From an optimization exercise on the open Yosys and OpenROAD flow, aimed at small area and a short achievable clock period; shortcuts taken in it are not production practice.
At most, simulation tests tie the RTL to the original design; equivalence was not proved.
Power figures rest on the tool's default switching activity, not on a simulated workload.

==> inputs of run a <==
==> flow/design.v (excerpt) <==
module Optimized_Wallace(
    input clk, rst,
    input [15:0] A, B,
    output reg [31:0] PRODUCT
);
    reg [15:0] ra;
    reg rb15;
    reg one0;
    reg two0;
    reg neg0;
    reg one1;
    reg two1;
    reg neg1;
    reg one2;
    reg two2;
    reg neg2;
    reg one3;
    reg two3;
    reg neg3;
    reg one4;
    reg two4;
    reg neg4;
    reg one5;
    reg two5;
    reg neg5;
    reg one6;
    reg two6;
    reg neg6;
    reg one7;
    reg two7;
    reg neg7;
    reg [92:0] r2;
    reg [54:0] r3;
    reg v1, v2, v3;
    wire pp1 = ((one0 & ra[0])) ^ neg0;
    wire pp2 = ((one0 & ra[1]) | (two0 & ra[0])) ^ neg0;
    wire pp3 = ((one0 & ra[2]) | (two0 & ra[1])) ^ neg0;
    wire pp4 = ((one0 & ra[3]) | (two0 & ra[2])) ^ neg0;
    wire pp5 = ((one0 & ra[4]) | (two0 & ra[3])) ^ neg0;
    wire pp6 = ((one0 & ra[5]) | (two0 & ra[4])) ^ neg0;
    wire pp7 = ((one0 & ra[6]) | (two0 & ra[5])) ^ neg0;
    wire pp8 = ((one0 & ra[7]) | (two0 & ra[6])) ^ neg0;
    wire pp9 = ((one0 & ra[8]) | (two0 & ra[7])) ^ neg0;
    wire pp10 = ((one0 & ra[9]) | (two0 & ra[8])) ^ neg0;
    wire pp11 = ((one0 & ra[10]) | (two0 & ra[9])) ^ neg0;
    wire pp12 = ((one0 & ra[11]) | (two0 & ra[10])) ^ neg0;
    wire pp13 = ((one0 & ra[12]) | (two0 & ra[11])) ^ neg0;
    wire pp14 = ((one0 & ra[13]) | (two0 & ra[12])) ^ neg0;
    wire pp15 = ((one0 & ra[14]) | (two0 & ra[13])) ^ neg0;
    wire pp16 = ((one0 & ra[15]) | (two0 & ra[14])) ^ neg0;
    wire pp17 = ((two0 & ra[15])) ^ neg0;
  ...
==> flow/config.mk <==
export PLATFORM = sky130hd
export DESIGN_NAME = Optimized_Wallace
export DESIGN_NICKNAME = Optimized_Wallace
export VERILOG_FILES = /design/flow/design.v
export SDC_FILE = /design/flow/constraint.sdc
export NUM_CORES = 4
export LEC_CHECK = 0
export CAP_MARGIN = 20
export CORE_MARGIN = 2
export CORE_UTILIZATION = 40
export CTS_BUF_LIST = sky130_fd_sc_hd__clkbuf_16
export CTS_CLUSTER_DIAMETER = 100
export CTS_CLUSTER_SIZE = 25
export SETUP_SLACK_MARGIN = 1.1
export SLEW_MARGIN = 20
export SYNTH_HIERARCHICAL = 1
export SYNTH_MINIMUM_KEEP_SIZE = 0
export TNS_END_PERCENT = 0
==> flow/constraint.sdc <==
create_clock -name core_clock -period 3.0 [get_ports {clk}]
set_input_delay 0.6000 -clock core_clock [delete_from_list [all_inputs] [get_ports {clk}]]
set_output_delay 0.6000 -clock core_clock [all_outputs]
set_load 0.01 [all_outputs]
run.sh (not shown) runs the stock make flow with config.mk's settings and CLKGATE_MAP_FILE= SYNTH_SCRIPT=/design/flow/synth_recipe.tcl, a recipe that flattens the netlist after the stock synthesis.
==> run b: changes against run a <==
==> flow/flow/run.sh (new file) <==
#!/bin/bash
# The standard layout (the standard.sh: ORFS synthesis through finish),
# with the port buffers made of sky130_fd_sc_hd__buf_1 instead of the
# resizer's default pick.  Every tool's output goes to a log in this folder
# (make's own output to flow_make.log, ORFS's per-step logs under orfs/logs).
set -euo pipefail
export BUFFER_PORTS_ARGS="-buffer_cell sky130_fd_sc_hd__buf_1"
bash standard.sh finish > flow_make.log 2>&1
==> flow/standard.sh (new file) <==
#!/bin/bash
# synth_recipe.tcl (not shown) runs the flow's synth.tcl, then flattens the netlist and writes it again
# the make line also repeats each setting of config.mk as NAME=value (left out here)
make -C /OpenROAD-flow-scripts/flow DESIGN_CONFIG=/design/flow/config.mk WORK_HOME=/design/flow/orfs CLKGATE_MAP_FILE= SYNTH_SCRIPT=/design/flow/synth_recipe.tcl "${@:-finish}"
- CORE_UTILIZATION: 40 -> 60
- SETUP_SLACK_MARGIN: 1.1 -> 1.4
removed: flow/run.sh
==> run c: changes against run a <==
- CTS_BUF_LIST: sky130_fd_sc_hd__clkbuf_16 -> unset
- CTS_CLUSTER_DIAMETER: 100 -> unset
- CTS_CLUSTER_SIZE: 25 -> unset
- SETUP_SLACK_MARGIN: 1.1 -> 1.4
==> run summary <==
- Global-route usage: run b > run c > run a.
- Against run c, the cell count of run b is lower by about 12%.
- In run c the routed wire length is larger than in run a, by 1.4%.
- Between run a and run b, the lower total power is in run b (gap about 3.3%, measured against run b).
- In clock-buffer cell count, run a and run b do not differ.
- Final area: run c > run a > run b.
- Clock skew: run b is lower than run a (25 ps).

========
==> wip/xenon: inputs <==
Another version of the RTL of Optimized_Wallace (not shown whole).
## Optimized_Wallace
module Optimized_Wallace(
    input clk, rst,
    input [15:0] A, B,
    output reg [31:0] PRODUCT
);
Settings: LEC_CHECK=0, CAP_MARGIN=20, CORE_MARGIN=2, CORE_UTILIZATION=60, CTS_BUF_LIST=sky130_fd_sc_hd__clkbuf_16, CTS_CLUSTER_DIAMETER=100, CTS_CLUSTER_SIZE=25, SETUP_SLACK_MARGIN=1.4, SLEW_MARGIN=20, SYNTH_HIERARCHICAL=1, SYNTH_MINIMUM_KEEP_SIZE=0, TNS_END_PERCENT=0; clock period 3.0 ns.
standard.sh (not shown) runs the stock make flow with config.mk's settings and CLKGATE_MAP_FILE= SYNTH_SCRIPT=/design/flow/synth_recipe.tcl, a recipe that flattens the netlist after the stock synthesis.
==> flow/flow/run.sh <==
#!/bin/bash
# The standard layout (the standard.sh: ORFS synthesis through finish),
# with the port buffers made of sky130_fd_sc_hd__buf_1 instead of the
# resizer's default pick.  Every tool's output goes to a log in this folder
# (make's own output to flow_make.log, ORFS's per-step logs under orfs/logs).
set -euo pipefail
export BUFFER_PORTS_ARGS="-buffer_cell sky130_fd_sc_hd__buf_1"
bash standard.sh finish > flow_make.log 2>&1
==> wip/tundra (differences from wip/xenon) <==
--- a/flow/design.v
+++ b/flow/design.v
@@ -602,107 +602,89 @@
     wire G559 = r3[42] | (t537 & r3[40]);
     wire P560 = t537 & t536;
     wire G561 = r3[46] | (t539 & r3[44]);
     wire P562 = t539 & t538;
     wire G563 = r3[50] | (t541 & r3[48]);
     wire P564 = t541 & t540;
     wire G565 = r3[54] | (t543 & r3[52]);
     wire P566 = t543 & t542;
-    wire G567 = r3[16] | (t524 & G545);
-    wire P568 = t524 & P546;
-    wire G569 = G547 | (P548 & G545);
-    wire P570 = P548 & P546;
-    wire G571 = r3[24] | (t528 & G549);
-    wire P572 = t528 & P550;
-    wire G573 = G551 | (P552 & G549);
-    wire P574 = P552 & P550;
-    wire G575 = r3[32] | (t532 & G553);
-    wire P576 = t532 & P554;
-    wire G577 = G555 | (P556 & G553);
-    wire P578 = P556 & P554;
-    wire G579 = r3[40] | (t536 & G557);
-    wire P580 = t536 & P558;
-    wire G581 = G559 | (P560 & G557);
-    wire P582 = P560 & P558;
-    wire G583 = r3[48] | (t540 & G561);
-    wire P584 = t540 & P562;
-    wire G585 = G563 | (P564 & G561);
-    wire P586 = P564 & P562;
-    wire G587 = r3[20] | (t526 & G569);
-    wire P588 = t526 & P570;
-    wire G589 = G549 | (P550 & G569);
-    wire P590 = P550 & P570;
-    wire G591 = G571 | (P572 & G569);
-    wire P592 = P572 & P570;
-    wire G593 = G573 | (P574 & G569);
-    wire P594 = P574 & P570;
-    wire G595 = r3[36] | (t534 & G577);
-    wire P596 = t534 & P578;
-    wire G597 = G557 | (P558 & G577);
-    wire P598 = P558 & P578;
-    wire G599 = G579 | (P580 & G577);
-    wire P600 = P580 & P578;
-    wire G601 = G581 | (P582 & G577);
-    wire P602 = P582 & P578;
-    wire G603 = r3[52] | (t542 & G585);
-    wire P604 = t542 & P586;
-    wire G605 = G565 | (P566 & G585);
-    wire P606 = P566 & P586;
-    wire G607 = r3[28] | (t530 & G593);
-    wire P608 = t530 & P594;
-    wire G609 = G553 | (P554 & G593);
-    wire P610 = P554 & P594;
-    wire G611 = G575 | (P576 & G593);
-    wire P612 = P576 & P594;
-    wire G613 = G577 | (P578 & G593);
-    wire P614 = P578 & P594;
-    wire G615 = G595 | (P596 & G593);
-    wire P616 = P596 & P594;
-    wire G617 = G597 | (P598 & G593);
-    wire P618 = P598 & P594;
-    wire G619 = G599 | (P600 & G593);
-    wire P620 = P600 & P594;
-    wire G621 = G601 | (P602 & G593);
-    wire P622 = P602 & P594;
-    wire G623 = r3[44] | (t538 & G621);
-    wire P624 = t538 & P622;
-    wire G625 = G561 | (P562 & G621);
-    wire P626 = P562 & P622;
-    wire G627 = G583 | (P584 & G621);
-    wire P628 = P584 & P622;
-    wire G629 = G585 | (P586 & G621);
-    wire P630 = P586 & P622;
-    wire G631 = G603 | (P604 & G621);
-    wire P632 = P604 & P622;
-    wire G633 = G605 | (P606 & G621);
-    wire P634 = P606 & P622;
-    wire sum635 = r3[11] ^ r3[10];
-    wire sum636 = r3[13] ^ g544;
-    wire sum637 = r3[15] ^ G545;
-    wire sum638 = r3[17] ^ G567;
-    wire sum639 = r3[19] ^ G569;
-    wire sum640 = r3[21] ^ G587;
-    wire sum641 = r3[23] ^ G589;
-    wire sum642 = r3[25] ^ G591;
-    wire sum643 = r3[27] ^ G593;
-    wire sum644 = r3[29] ^ G607;
-    wire sum645 = r3[31] ^ G609;
-    wire sum646 = r3[33] ^ G611;
-    wire sum647 = r3[35] ^ G613;
-    wire sum648 = r3[37] ^ G615;
-    wire sum649 = r3[39] ^ G617;
-    wire sum650 = r3[41] ^ G619;
-    wire sum651 = r3[43] ^ G621;
-    wire sum652 = r3[45] ^ G623;
-    wire sum653 = r3[47] ^ G625;
-    wire sum654 = r3[49] ^ G627;
-    wire sum655 = r3[51] ^ G629;
-    wire sum656 = r3[53] ^ G631;
-    wire [31:0] sum = {sum656, sum655, sum654, sum653, sum652, sum651, sum650, sum649, sum648, sum647, sum646, sum645, sum644, sum643, sum642, sum641, sum640, sum639, sum638, sum637, sum636, sum635, r3[9], r3[8], r3[7], r3[6], r3[5], r3[4], r3[3], r3[2], r3[1], r3[0]};
+    wire G567 = G547 | (P548 & G545);
+    wire P568 = P548 & P546;
+    wire G569 = G551 | (P552 & G549);
+    wire P570 = P552 & P550;
+    wire G571 = G555 | (P556 & G553);
+    wire P572 = P556 & P554;
+    wire G573 = G559 | (P560 & G557);
+    wire P574 = P560 & P558;
+    wire G575 = G563 | (P564 & G561);
+    wire P576 = P564 & P562;
+    wire G577 = G569 | (P570 & G567);
+    wire P578 = P570 & P568;
+    wire G579 = G573 | (P574 & G571);
+    wire P580 = P574 & P572;
+    wire G581 = G579 | (P580 & G577);
+    wire P582 = P580 & P578;
+    wire G583 = G571 | (P572 & G577);
+    wire P584 = P572 & P578;
+    wire G585 = G575 | (P576 & G581);
+    wire P586 = P576 & P582;
+    wire G587 = G549 | (P550 & G567);
+    wire P588 = P550 & P568;
+    wire G589 = G553 | (P554 & G577);
+    wire P590 = P554 & P578;
+    wire G591 = G557 | (P558 & G583);
+    wire P592 = P558 & P584;
+    wire G593 = G561 | (P562 & G581);
+    wire P594 = P562 & P582;
+    wire G595 = G565 | (P566 & G585);
+    wire P596 = P566 & P586;
+    wire G597 = r3[16] | (t524 & G545);
+    wire P598 = t524 & P546;
+    wire G599 = r3[20] | (t526 & G567);
+    wire P600 = t526 & P568;
+    wire G601 = r3[24] | (t528 & G587);
+    wire P602 = t528 & P588;
+    wire G603 = r3[28] | (t530 & G577);
+    wire P604 = t530 & P578;
+    wire G605 = r3[32] | (t532 & G589);
+    wire P606 = t532 & P590;
+    wire G607 = r3[36] | (t534 & G583);
+    wire P608 = t534 & P584;
+    wire G609 = r3[40] | (t536 & G591);
+    wire P610 = t536 & P592;
+    wire G611 = r3[44] | (t538 & G581);
+    wire P612 = t538 & P582;
+    wire G613 = r3[48] | (t540 & G593);
+    wire P614 = t540 & P594;
+    wire G615 = r3[52] | (t542 & G585);
+    wire P616 = t542 & P586;
+    wire sum617 = r3[11] ^ r3[10];
+    wire sum618 = r3[13] ^ g544;
+    wire sum619 = r3[15] ^ G545;
+    wire sum620 = r3[17] ^ G597;
+    wire sum621 = r3[19] ^ G567;
+    wire sum622 = r3[21] ^ G599;
+    wire sum623 = r3[23] ^ G587;
+    wire sum624 = r3[25] ^ G601;
+    wire sum625 = r3[27] ^ G577;
+    wire sum626 = r3[29] ^ G603;
+    wire sum627 = r3[31] ^ G589;
+    wire sum628 = r3[33] ^ G605;
+    wire sum629 = r3[35] ^ G583;
+    wire sum630 = r3[37] ^ G607;
+    wire sum631 = r3[39] ^ G591;
+    wire sum632 = r3[41] ^ G609;
+    wire sum633 = r3[43] ^ G581;
+    wire sum634 = r3[45] ^ G611;
+    wire sum635 = r3[47] ^ G593;
+    wire sum636 = r3[49] ^ G613;
+    wire sum637 = r3[51] ^ G585;
+    wire sum638 = r3[53] ^ G615;
+    wire [31:0] sum = {sum638, sum637, sum636, sum635, sum634, sum633, sum632, sum631, sum630, sum629, sum628, sum627, sum626, sum625, sum624, sum623, sum622, sum621, sum620, sum619, sum618, sum617, r3[9], r3[8], r3[7], r3[6], r3[5], r3[4], r3[3], r3[2], r3[1], r3[0]};
     always @(posedge clk or posedge rst) begin
         if (rst) begin
             v1 <= 1'b0; v2 <= 1'b0; v3 <= 1'b0;
             PRODUCT <= 32'd0;
         end else begin
             v1 <= 1'b1; v2 <= v1; v3 <= v2;
             PRODUCT <= sum & {32{v3}};
         end
==> summary.txt <==
Detailed routing
  • Routed via count divided by cell count: 5.79
  • Top layer used by detailed routing: met4
  • DRC violation total after the first TritonRoute iteration: 726

Final layout
  • Logic inverters: 28

Run status
  • Result of the run: no timing/DRC/antenna violations

Place
  • Setup slack after placement: 0.511 ns

Critical path
  • Timing startpoint of the critical path: two0

Pwr
  • Switching part of the total power: 0.361
[end of results for wip/tundra]
==> summary.txt <==
Timing
  • Max Clock Freq: 0.473 GHz

Detailed routing
  • Routed via count divided by cell count: 5.80
  • Top layer used by detailed routing: met5

Final layout
  • Number of filler instances in the final layout: 1420
  • Antenna diode count: 0

Critical path
  • Worst path most repeated cell: fa_1

Pwr
  • Switching part of the total power: 0.368
  • Leakage component of the power: 5.00 nW

Run status
  • Result of the run: no timing/DRC/antenna violations

Clock tree
  • Clock tree root driver cell: clkbuf_16

Synth
  • Dominant cell by count in the synthesized netlist: dfxtp_1

Place
  • Setup slack after placement: 0.512 ns
[end of results for wip/xenon]
For wip/xenon, only the layout was checked, not whether the RTL still works.

static timing again, ports no longer ideal:
In the flow no input, the clock included, has a driving cell. The finished layouts below were timed again as built, in two steps. Step 1 (the two cells are an assumption about what drives the block):
set clk [get_ports {clk}]
set_driving_cell -lib_cell sky130_fd_sc_hd__clkbuf_16 $clk
set_driving_cell -lib_cell sky130_fd_sc_hd__buf_2 [delete_from_list [all_inputs] $clk]
Step 2 moves the port delays by t, midway between the first and last clock arrival at a register: inputs arrive t later, outputs are due t later. That takes back most of the time a late clock gives input paths. a / b / c = no drivers / after step 1 / after step 2; a / b = the first two.
run	t, ns	slack for setup (ns)	worst slew at a driven data input, ns
run a	0.536	0.961 / 0.961 / 0.961	0.03
run b	0.512	0.914 / 0.914 / 0.914	0.03
run c	0.561	0.954 / 0.954 / 0.954	0.03
wip/xenon	0.506	0.888 / 0.888 / 0.888	0.04
wip/tundra	0.513	0.877 / 0.877 / 0.877	0.03
After both steps setup and hold are still met in every run listed.
